What follows belongs to an exercise in optimizing a design on an open flow for small area and a short achievable clock period; a production flow would make more cautious choices. The RTL was checked by simulation tests, not by an equivalence proof against the original design.

## TRN_RMS
module TRN_RMS(
    input wire clk,
    input wire reset,
    input wire [19:0] data_in,
    output wire rms_tlast,
    output wire [39:0] result
);
Size in the first run: roughly 0.011 mm2 of cells after synthesis.
==> flow/config.mk <==
export PLATFORM = sky130hd
export DESIGN_NAME = TRN_RMS
export DESIGN_NICKNAME = TRN_RMS
export VERILOG_FILES = /design/flow/design.v
export SDC_FILE = /design/flow/constraint.sdc
export NUM_CORES = 4
export LEC_CHECK = 0
export CAP_MARGIN = 20
export CORE_MARGIN = 2
export CORE_UTILIZATION = 70
export CTS_BUF_LIST = sky130_fd_sc_hd__clkbuf_8
export PLACE_DENSITY = 0.8
export SETUP_SLACK_MARGIN = 5
export SLEW_MARGIN = 20
export TNS_END_PERCENT = 100
==> flow/constraint.sdc <==
create_clock -name core_clock -period 8.0 [get_ports {clk}]
set_input_delay 1.6000 -clock core_clock [delete_from_list [all_inputs] [get_ports {clk}]]
set_output_delay 1.6000 -clock core_clock [all_outputs]
set_load 0.01 [all_outputs]
standard.sh (not shown) runs the stock make flow with config.mk's settings and CLKGATE_MAP_FILE= SYNTH_SCRIPT=/design/flow/synth_recipe.tcl, a recipe that flattens the netlist after the stock synthesis.
==> flow/flow/run.sh <==
#!/bin/bash
# Layout flow: the standard ORFS flow (standard.sh), with two changes:
#  - after the standard synthesis, the logic between the sample registers and
#    the squarer's carry-save registers (sq_s, sq_c) is replaced by the
#    hand-mapped tree in flow/tree.txt (flow/patch.py); registers are untouched;
#  - repair aims at a tighter setup margin, may resize across cell footprints,
#    and ports get buf_1 buffers.
set -euo pipefail
MARGIN=${MARGIN:-5.0}
R=$PWD/orfs/results/sky130hd/TRN_RMS/base
python3 - "$MARGIN" <<'PY'
import re, sys
s = open("standard.sh").read()
s2 = re.sub(r'SETUP_SLACK_MARGIN=\S+', 'SETUP_SLACK_MARGIN=' + sys.argv[1], s)
s2 = s2.replace('"${@:-finish}"', 'MATCH_CELL_FOOTPRINT=0 "${@:-finish}"')
assert s2.count('MATCH_CELL_FOOTPRINT=0') == 1 and 'SETUP_SLACK_MARGIN=' + sys.argv[1] in s2
open("my_standard.sh", "w").write(s2)
PY
export BUFFER_PORTS_ARGS="-buffer_cell sky130_fd_sc_hd__buf_1"
bash my_standard.sh "$R/1_2_yosys.v" > synth.log 2>&1
cp "$R/1_2_yosys.v" "$R/1_2_yosys_standard.v"
python3 flow/patch.py "$R/1_2_yosys_standard.v" flow/tree.txt "$R/1_2_yosys.v" > patch.log 2>&1
bash my_standard.sh > layout.log 2>&1
Other scripts of this flow, unchanged in this note and not shown: flow/flow/patch.py, flow/flow/tree.txt
The baseline ran to the end with no violations.
Edit:
--- a/flow/flow/run.sh
+++ b/flow/flow/run.sh
@@ -6,5 +6,5 @@
 #  - repair aims at a tighter setup margin, may resize across cell footprints,
-#    and ports get buf_1 buffers.
+#    and ports get buf_2 buffers.
 set -euo pipefail
-MARGIN=${MARGIN:-5.0}
+MARGIN=${MARGIN:-4.7}
 R=$PWD/orfs/results/sky130hd/TRN_RMS/base
@@ -18,3 +18,3 @@
 PY
-export BUFFER_PORTS_ARGS="-buffer_cell sky130_fd_sc_hd__buf_1"
+export BUFFER_PORTS_ARGS="-buffer_cell sky130_fd_sc_hd__buf_2"
 bash my_standard.sh "$R/1_2_yosys.v" > synth.log 2>&1
Outcome:
- hold slack is worse by 3.9 ps
- final area is about the same
- worst setup slack gets worse by 160 ps
- non-clock buffer count fell by 4
- count of clock-buffer cells in the layout climbs by 1
- sequential cell count is unchanged
- via count went down by about 2%
- core utilization is lower by 0.10 points
- clock skew is higher by 3.6 ps
Edit:
--- a/flow/flow/run.sh
+++ b/flow/flow/run.sh
@@ -8,3 +8,3 @@
 set -euo pipefail
-MARGIN=${MARGIN:-4.7}
+MARGIN=${MARGIN:-5.0}
 R=$PWD/orfs/results/sky130hd/TRN_RMS/base
Effect: The new run went through all stages and came out clean; utilization came out higher by 0.53 points; routed wire length came out higher by 0.82%; via count came out higher by 0.47%; setup slack improved by 150 ps; clock skew is about the same; flip-flop and latch count stays the same.

==> separate check: timing with driven ports <==
The results above use ideal ports. As a check the final layouts listed here were re-extracted and re-timed, cells and wires unchanged.
Step 1, drivers: a clkbuf_16 drives clk and a buf_2 each remaining input, both assumed.
Step 2 moves the port delays by t, midway between the first and last clock arrival at a register: inputs arrive t later, outputs are due t later. That takes back most of the time a late clock gives input paths.
Three values: no drivers, after step 1, after step 2; two values: the first two.
run	t (ns)	setup WS [ns]	latest minus earliest clock arrival (ns)	worst data-port slew with drivers (ns)
the first run	0.496	5.168 / 5.168 / 4.857	0.012 / 0.013	0.03
the second run	0.483	5.010 / 5.010 / 4.946	0.019 / 0.019	0.03
the third run	0.484	5.159 / 5.159 / 4.947	0.020 / 0.019	0.03
After both steps setup and hold are still met in every run listed. For the first run, which loses most, drivers alone change the setup slack by 0.000 ns; drivers and shift together by -0.311 ns.
